Context: an optimization exercise on an open-source flow, tuned for small area, a short achievable clock period and few clock cycles. The choices shown serve that exercise and are no tape-out recipe. Where RTL was checked, it was by simulation tests only, not by an equivalence proof against the original.

==> job 3819: inputs <==
==> flow/design.v (excerpt) <==
module triangle (clk, reset, nt, xi, yi, busy, po, xo, yo);
   input clk, reset, nt;
   input [2:0] xi, yi;
   output reg busy, po;
   output reg [2:0] xo, yo;
reg [1:0] ld;            
reg [2:0] X2, Y2, Y3;
reg [2:0] W;             
reg       rt;            
reg [2:0] xe;            
reg [2:0] svl, svh;      
reg       fresh;         
reg [2:0] n, dou, din;
reg       up;
function [2:0] fdiv;
   input [2:0] w, n, d;
   begin
      case ({w, n, d})
      9'd1: fdiv = 3'd0;
      9'd2: fdiv = 3'd0;
      9'd3: fdiv = 3'd0;
      9'd4: fdiv = 3'd0;
      9'd5: fdiv = 3'd0;
      9'd6: fdiv = 3'd0;
      9'd7: fdiv = 3'd0;
      9'd9: fdiv = 3'd0;
      9'd10: fdiv = 3'd0;
      9'd11: fdiv = 3'd0;
      9'd12: fdiv = 3'd0;
      9'd13: fdiv = 3'd0;
      9'd14: fdiv = 3'd0;
      9'd15: fdiv = 3'd0;
      9'd18: fdiv = 3'd0;
      9'd19: fdiv = 3'd0;
      9'd20: fdiv = 3'd0;
      9'd21: fdiv = 3'd0;
  ...
make LEC_CHECK=0 ABC_AREA=1 CAP_MARGIN=20 CORE_MARGIN=2 CORE_UTILIZATION=40 SETUP_SLACK_MARGIN=3.0 SLEW_MARGIN=20 finish   # period 6.0 ns
run.sh (not shown) runs the stock make flow with config.mk's settings and CLKGATE_MAP_FILE= SYNTH_SCRIPT=/design/flow/synth_recipe.tcl, a recipe that flattens the netlist after the stock synthesis.
==> job 5826 (differences from job 3819) <==
--- a/flow/design.v
+++ b/flow/design.v
@@ -1,14 +1,15 @@
 module triangle (clk, reset, nt, xi, yi, busy, po, xo, yo);
    input clk, reset, nt;
    input [2:0] xi, yi;
    output reg busy, po;
    output reg [2:0] xo, yo;
 reg [1:0] ld;            
-reg [2:0] X2, Y2, Y3;
+reg [2:0] X2, Y2;
+reg [2:0] YM;            
 reg [2:0] W;             
 reg       rt;            
 reg [2:0] xe;            
 reg [2:0] svl, svh;      
 reg       fresh;         
 reg [2:0] n, dou, din;
 reg       up;
@@ -584,95 +585,131 @@
       9'd502: cdiv = 3'd7;
       9'd503: cdiv = 3'd6;
       9'd511: cdiv = 3'd7;
       default: cdiv = 3'bxxx;
       endcase
    end
 endfunction
-wire [2:0] ymax = (Y2 > Y3) ? Y2 : Y3;
+function [2:0] add3;
+   input [2:0] a, b;
+   begin
+      add3 = a + b;
+   end
+endfunction
+function [2:0] sub3;
+   input [2:0] a, b;
+   begin
+      sub3 = a - b;
+   end
+endfunction
+function gt3;
+   input [2:0] a, b;
+   begin
+      gt3 = (a[2] & ~b[2]) | (~(a[2] ^ b[2]) & ((a[1] & ~b[1]) | (~(a[1] ^ b[1]) & a[0] & ~b[0])));
+   end
+endfunction
+function [2:0] absd3;
+   input [2:0] a, b;
+   begin
+      absd3 = (a > b) ? a - b : b - a;
+   end
+endfunction
+function [2:0] subp3;
+   input [2:0] a, b;
+   begin
+      subp3 = (a > b) ? a - b : 3'd0;
+   end
+endfunction
 wire       run  = ld == 2'd3;
 wire       adv  = run && !fresh && xo == xe;    
-wire       sem  = svl > svh;                    
-wire [2:0] slo  = rt ? X2 - svh : X2 + svl;
-wire [2:0] shi  = rt ? X2 - svl : X2 + svh;
-wire       tip  = n < din;                      
+wire       sem  = gt3(svl, svh);                
+wire [2:0] slo  = rt ? sub3(X2, svh) : add3(X2, svl);
+wire [2:0] shi  = rt ? sub3(X2, svl) : add3(X2, svh);
+wire       tip  = gt3(din, n);                  
 wire [2:0] vlo  = cdiv(W, n, dou);
 wire [2:0] vhi  = tip ? fdiv(W, n, din) : W;
 wire       nz   = n == 3'd0;
 wire       eq12 = up && din == 3'd0;            
 wire       take = adv || (fresh && (run || (ld == 2'd2 && !up)));
+wire [2:0] ybas = (ld == 2'd1) ? yo : Y2;
+wire [2:0] dyu  = sub3(yi, ybas);
+wire [2:0] dyd  = sub3(ybas, yi);
+wire       yigt = gt3(yi, ybas);
 always @(posedge clk or posedge reset) begin
    if (reset) begin
       busy <= 1'b0; po <= 1'b0; ld <= 2'd0;
-   end else if (nt) begin
-      busy <= 1'b1; po <= 1'b0; ld <= 2'd1;
+   end else if (ld == 2'd0) begin
+      po <= 1'b0;
+      if (nt) begin
+         busy <= 1'b1; ld <= 2'd1;
+      end
    end else if (ld == 2'd1) begin
       ld <= 2'd2; po <= 1'b1;
    end else if (ld == 2'd2) begin
       ld <= 2'd3;
       po <= eq12;                     
-   end else if (ld == 2'd3) begin
+   end else begin
       if (xo != xe) begin
          po <= 1'b1;
-         if (xo + 3'd1 == xe && yo == ymax) begin
+         if (add3(xo, 3'd1) == xe && yo == YM) begin
             busy <= 1'b0; ld <= 2'd0;
          end
       end else if (fresh) begin
          po <= 1'b0;
       end else begin
          po <= !sem;
-         if (!sem && svl == svh && yo + 3'd1 == ymax) begin
+         if (!sem && svl == svh && add3(yo, 3'd1) == YM) begin
             busy <= 1'b0; ld <= 2'd0;
          end
       end
-   end else begin
-      po <= 1'b0;
    end
 end
 always @(posedge clk) begin
    if (fresh || adv) begin
       svl <= vlo; svh <= vhi;
    end
    if (take) begin
-      n  <= (up || nz) ? n + 3'd1 : n - 3'd1;
+      n  <= (up || nz) ? add3(n, 3'd1) : sub3(n, 3'd1);
       up <= up || nz;
-      if (!up && nz) begin            
-         dou <= ((ld == 2'd2) ? yi : Y3) - Y2; din <= 3'd0;
-      end
    end
-   if (nt) begin
+   if (ld == 2'd0) begin
       xo <= xi; yo <= yi;             
    end else if (ld == 2'd1) begin
-      W  <= (xi > xo) ? xi - xo : xo - xi;
-      rt <= xi > xo;
-      X2 <= xi; Y2 <= yi; Y3 <= 3'd7;
+      W  <= absd3(xi, xo);
+      rt <= gt3(xi, xo);
+      X2 <= xi; Y2 <= yi; YM <= 3'd7;
       fresh <= 1'b1;
-      if (yi > yo) begin              
-         up <= 1'b0; n <= yi - yo - 3'd1; dou <= yi - yo; din <= 3'd0;
+      if (yigt) begin                 
+         up <= 1'b0; n <= add3(yi, ~yo); dou <= dyu; din <= 3'd0;
       end else begin                  
-         up <= 1'b1; n <= 3'd1; din <= yo - yi;
+         up <= 1'b1; n <= 3'd1; din <= dyd;
       end
-      if (yi < yo) begin
+      if (gt3(yo, yi)) begin
          xo <= xi; xe <= xi; yo <= yi;
       end else if (yi == yo) begin
-         xo <= (xi > xo) ? xo : xi; xe <= (xi > xo) ? xi : xo;
+         xo <= gt3(xi, xo) ? xo : xi; xe <= gt3(xi, xo) ? xi : xo;
       end else begin
          xe <= xo;
       end
    end else if (ld == 2'd2) begin
-      Y3 <= yi;
-      if (up) dou <= yi - Y2;
-      else din <= (Y2 > yi) ? Y2 - yi : 3'd0;
+      YM <= yigt ? yi : Y2;
+      if (up || nz) dou <= dyu;
+      if (up) begin
+      end else if (nz) din <= 3'd0;   
+      else din <= yigt ? 3'd0 : dyd;
       fresh <= up;
-      if (eq12) xo <= xo + 3'd1;
-   end else if (ld == 2'd3) begin
+      if (eq12) xo <= add3(xo, 3'd1);
+   end else begin
+      if (take && !up && nz) begin    
+         dou <= sub3(YM, Y2); din <= 3'd0;
+      end
       fresh <= 1'b0;
       if (xo != xe) begin
-         xo <= xo + 3'd1;
+         xo <= add3(xo, 3'd1);
       end else if (!fresh) begin
-         yo <= yo + 3'd1;
+         yo <= add3(yo, 3'd1);
          xe <= shi;
          xo <= sem ? shi : slo;
       end
    end
 end
 endmodule
==> flow/flow/run.sh (new file) <==
#!/bin/bash
# The standard layout (standard.sh), with one synthesis change: no adder cell
# mapping (ADDER_MAP_FILE empty), so yosys leaves adders and comparators as
# plain gates for abc to optimise. Registers are mapped exactly as standard.
set -euo pipefail
bash standard.sh ADDER_MAP_FILE= finish > standard_flow.log 2>&1
==> flow/standard.sh (new file) <==
#!/bin/bash
# synth_recipe.tcl (not shown) runs the flow's synth.tcl, then flattens the netlist and writes it again
# the make line also repeats each setting of config.mk as NAME=value (left out here)
make -C /OpenROAD-flow-scripts/flow DESIGN_CONFIG=/design/flow/config.mk WORK_HOME=/design/flow/orfs CLKGATE_MAP_FILE= SYNTH_SCRIPT=/design/flow/synth_recipe.tcl "${@:-finish}"
- CORE_UTILIZATION: 40 -> 65
- SETUP_SLACK_MARGIN: 3.0 -> 3.55
removed: flow/run.sh
==> comparison <==
Flip-flop and latch count is the same in job 3819 and job 5826. Between job 5826 and job 3819, the lower sequential share of layout area is in job 3819 (gap 5.0 points). Against job 5826, the critical path depth of job 3819 is higher by 8. Against job 5826, the utilization of job 3819 is lower by 26 points. Against job 5826, the fmax of job 3819 is smaller by 18%. In job 3819 the hold slack is lower than in job 5826, by 43 ps. Synthesized cell count is the same in job 5826 and job 3819. Of job 5826 and job 3819, job 5826 has the higher non-clock buffer count (gap 5).
Testbench counts of job 5826, summed over its fixed seeds: cycles 5,273.
For job 3819, only the layout was checked, not whether the RTL still works.

========
==> inputs of violet <==
triangle with an RTL version that a note above also has.
export LEC_CHECK = 0
export ABC_AREA = 1
export CAP_MARGIN = 20
export CORE_MARGIN = 2
export CORE_UTILIZATION = 40
export SETUP_SLACK_MARGIN = 3.4
export SLEW_MARGIN = 20
create_clock -name core_clock -period 6.0 [get_ports {clk}]
Stock flow here: none of the scripts above is used.
==> zinc (differences from violet) <==
--- a/flow/design.v
+++ b/flow/design.v
@@ -1,22 +1,19 @@
 module triangle (clk, reset, nt, xi, yi, busy, po, xo, yo);
    input clk, reset, nt;
    input [2:0] xi, yi;
    output reg busy, po;
    output reg [2:0] xo, yo;
 reg [1:0] ld;            
-reg [2:0] X2, Y2;
-reg [2:0] YM;            
+reg [2:0] Y1, X2, Y2, Y3;
 reg [2:0] W;             
 reg       rt;            
 reg [2:0] xe;            
 reg [2:0] svl, svh;      
 reg       fresh;         
-reg [2:0] n, dou, din;
-reg       up;
 function [2:0] fdiv;
    input [2:0] w, n, d;
    begin
       case ({w, n, d})
       9'd1: fdiv = 3'd0;
       9'd2: fdiv = 3'd0;
       9'd3: fdiv = 3'd0;
@@ -585,131 +582,83 @@
       9'd502: cdiv = 3'd7;
       9'd503: cdiv = 3'd6;
       9'd511: cdiv = 3'd7;
       default: cdiv = 3'bxxx;
       endcase
    end
 endfunction
-function [2:0] add3;
-   input [2:0] a, b;
-   begin
-      add3 = a + b;
-   end
-endfunction
-function [2:0] sub3;
-   input [2:0] a, b;
-   begin
-      sub3 = a - b;
-   end
-endfunction
-function gt3;
-   input [2:0] a, b;
-   begin
-      gt3 = (a[2] & ~b[2]) | (~(a[2] ^ b[2]) & ((a[1] & ~b[1]) | (~(a[1] ^ b[1]) & a[0] & ~b[0])));
-   end
-endfunction
-function [2:0] absd3;
-   input [2:0] a, b;
-   begin
-      absd3 = (a > b) ? a - b : b - a;
-   end
-endfunction
-function [2:0] subp3;
-   input [2:0] a, b;
-   begin
-      subp3 = (a > b) ? a - b : 3'd0;
-   end
-endfunction
+wire [2:0] ymax = (Y2 > Y3) ? Y2 : Y3;
 wire       run  = ld == 2'd3;
 wire       adv  = run && !fresh && xo == xe;    
-wire       sem  = gt3(svl, svh);                
-wire [2:0] slo  = rt ? sub3(X2, svh) : add3(X2, svl);
-wire [2:0] shi  = rt ? sub3(X2, svl) : add3(X2, svh);
-wire       tip  = gt3(din, n);                  
+wire       sem  = svl > svh;                    
+wire [2:0] slo  = rt ? X2 - svh : X2 + svl;
+wire [2:0] shi  = rt ? X2 - svl : X2 + svh;
+wire [2:0] rq   = yo + (fresh ? 3'd1 : 3'd2);
+wire       up   = rq > Y2;
+wire [2:0] n    = up ? rq - Y2 : Y2 - rq;
+wire [2:0] dou  = up ? Y3 - Y2 : Y2 - Y1;
+wire [2:0] din  = up ? Y1 - Y2 : Y2 - Y3;
+wire       tip  = (rq < Y1) || (rq > Y3);
 wire [2:0] vlo  = cdiv(W, n, dou);
 wire [2:0] vhi  = tip ? fdiv(W, n, din) : W;
-wire       nz   = n == 3'd0;
-wire       eq12 = up && din == 3'd0;            
-wire       take = adv || (fresh && (run || (ld == 2'd2 && !up)));
-wire [2:0] ybas = (ld == 2'd1) ? yo : Y2;
-wire [2:0] dyu  = sub3(yi, ybas);
-wire [2:0] dyd  = sub3(ybas, yi);
-wire       yigt = gt3(yi, ybas);
 always @(posedge clk or posedge reset) begin
    if (reset) begin
       busy <= 1'b0; po <= 1'b0; ld <= 2'd0;
-   end else if (ld == 2'd0) begin
-      po <= 1'b0;
-      if (nt) begin
-         busy <= 1'b1; ld <= 2'd1;
-      end
+   end else if (nt) begin
+      busy <= 1'b1; po <= 1'b0; ld <= 2'd1;
    end else if (ld == 2'd1) begin
       ld <= 2'd2; po <= 1'b1;
    end else if (ld == 2'd2) begin
       ld <= 2'd3;
-      po <= eq12;                     
-   end else begin
+      po <= Y2 == Y1;                 
+   end else if (ld == 2'd3) begin
       if (xo != xe) begin
          po <= 1'b1;
-         if (add3(xo, 3'd1) == xe && yo == YM) begin
+         if (xo + 3'd1 == xe && yo == ymax) begin
             busy <= 1'b0; ld <= 2'd0;
          end
       end else if (fresh) begin
          po <= 1'b0;
       end else begin
          po <= !sem;
-         if (!sem && svl == svh && add3(yo, 3'd1) == YM) begin
+         if (!sem && svl == svh && yo + 3'd1 == ymax) begin
             busy <= 1'b0; ld <= 2'd0;
          end
       end
+   end else begin
+      po <= 1'b0;
    end
 end
 always @(posedge clk) begin
    if (fresh || adv) begin
       svl <= vlo; svh <= vhi;
    end
-   if (take) begin
-      n  <= (up || nz) ? add3(n, 3'd1) : sub3(n, 3'd1);
-      up <= up || nz;
-   end
-   if (ld == 2'd0) begin
-      xo <= xi; yo <= yi;             
+   if (nt) begin
+      xo <= xi; Y1 <= yi;             
    end else if (ld == 2'd1) begin
-      W  <= absd3(xi, xo);
-      rt <= gt3(xi, xo);
-      X2 <= xi; Y2 <= yi; YM <= 3'd7;
+      W  <= (xi > xo) ? xi - xo : xo - xi;
+      rt <= xi > xo;
+      X2 <= xi; Y2 <= yi; Y3 <= 3'd7;
       fresh <= 1'b1;
-      if (yigt) begin                 
-         up <= 1'b0; n <= add3(yi, ~yo); dou <= dyu; din <= 3'd0;
-      end else begin                  
-         up <= 1'b1; n <= 3'd1; din <= dyd;
-      end
-      if (gt3(yo, yi)) begin
+      if (yi < Y1) begin
          xo <= xi; xe <= xi; yo <= yi;
-      end else if (yi == yo) begin
-         xo <= gt3(xi, xo) ? xo : xi; xe <= gt3(xi, xo) ? xi : xo;
+      end else if (yi == Y1) begin
+         xo <= (xi > xo) ? xo : xi; xe <= (xi > xo) ? xi : xo; yo <= yi;
       end else begin
-         xe <= xo;
+         xe <= xo; yo <= Y1;
       end
    end else if (ld == 2'd2) begin
-      YM <= yigt ? yi : Y2;
-      if (up || nz) dou <= dyu;
-      if (up) begin
-      end else if (nz) din <= 3'd0;   
-      else din <= yigt ? 3'd0 : dyd;
-      fresh <= up;
-      if (eq12) xo <= add3(xo, 3'd1);
-   end else begin
-      if (take && !up && nz) begin    
-         dou <= sub3(YM, Y2); din <= 3'd0;
-      end
+      Y3 <= yi;
+      fresh <= Y2 <= Y1;
+      if (Y2 == Y1) xo <= xo + 3'd1;
+   end else if (ld == 2'd3) begin
       fresh <= 1'b0;
       if (xo != xe) begin
-         xo <= add3(xo, 3'd1);
+         xo <= xo + 3'd1;
       end else if (!fresh) begin
-         yo <= add3(yo, 3'd1);
+         yo <= yo + 3'd1;
          xe <= shi;
          xo <= sem ? shi : slo;
       end
    end
 end
 endmodule
SETUP_SLACK_MARGIN = 2.2   (was 3.4)
==> comparison <==
zinc ran to the end with no violations. violet completed with no timing, DRC or antenna violations.
In violet the utilization is lower than in zinc, by 1.4 points.
Of zinc and violet, zinc has the higher worst hold slack (gap 0.054 ns).
Die area: violet is higher than zinc (1.9%).
In violet the sequential cell count is higher than in zinc, by 7.
Global-route usage: violet is lower than zinc (0.97 points).
Of zinc and violet, violet has the higher fmax (gap 30%, measured against violet).
Against violet, the setup slack of zinc is worse by 1.1 ns.
==> figures <==
                                                                         violet                     zinc
Final worst-path cycle share                                              42.98%                   61.17%
Proportion of synthesized chip area in sequential cells                   26.68%                   23.46%
Final Skew                                                           0.008346 ns               0.01017 ns
Status                                                   complete, no violations  complete, no violations
All-layer global routing usage                                            20.41%                   21.38%
Delay of the slowest cell on the worst path                              0.60 ns                  0.56 ns
Capturing element type of the critical path                          output port                flip-flop
Final area over synthesized area                                         1.1264x                  1.1438x
Wire length of the first global-routing pass                            20890 um                 20520 um
Clock network share of area                                               2.624%                   2.902%
Met2 track demand over resource in global routing                         34.27%                   37.55%
Metal3 WL                                                                 815 um                   566 um
Post-synth ARST share                                                     9.302%                   11.11%
Final GP Congestion                                                       0.9258                   0.8855
Met3 demand-to-capacity share in global routing                           2.341%                   2.469%
Testbench counts of violet, summed over its fixed seeds: cycles 5,273.
Testbench counts of zinc, summed over its fixed seeds: cycles 5,273.

## static timing again, ports no longer ideal
Ports are ideal in the flow. The routed layouts listed here were re-timed in OpenROAD. Step 1, drivers: a clkbuf_16 drives clk and a buf_2 each remaining input, both assumed. Step 2, shift: input delay + t, output delay - t, t = (earliest + latest rising clock arrival at the registers) / 2. This alone moves slack from input paths to output paths. Slacks: no drivers / after step 1 / after step 2; pairs: no drivers / after step 1.
run | shift t [ns] | slack for setup (ns) | clock arrival spread, ns | worst data-port slew with drivers (ns) | pins driven straight from the clock port
job 3819 | 0.320 | 3.060 / 3.076 / 2.756 | 0.006 / 0.007 | 0.04 | 1
job 5826 | 0.322 | 3.586 / 3.555 / 3.327 | 0.008 / 0.008 | 0.03 | 1
violet | 0.318 | 3.421 / 3.385 / 3.177 | 0.008 / 0.008 | 0.03 | 1
zinc | 0.314 | 2.330 / 2.330 / 2.160 | 0.010 / 0.010 | 0.03 | 1
After both steps every run listed still meets setup and hold. The setup slack of job 3819, which loses most, moves by +0.016 ns with the drivers and by -0.304 ns with both steps.
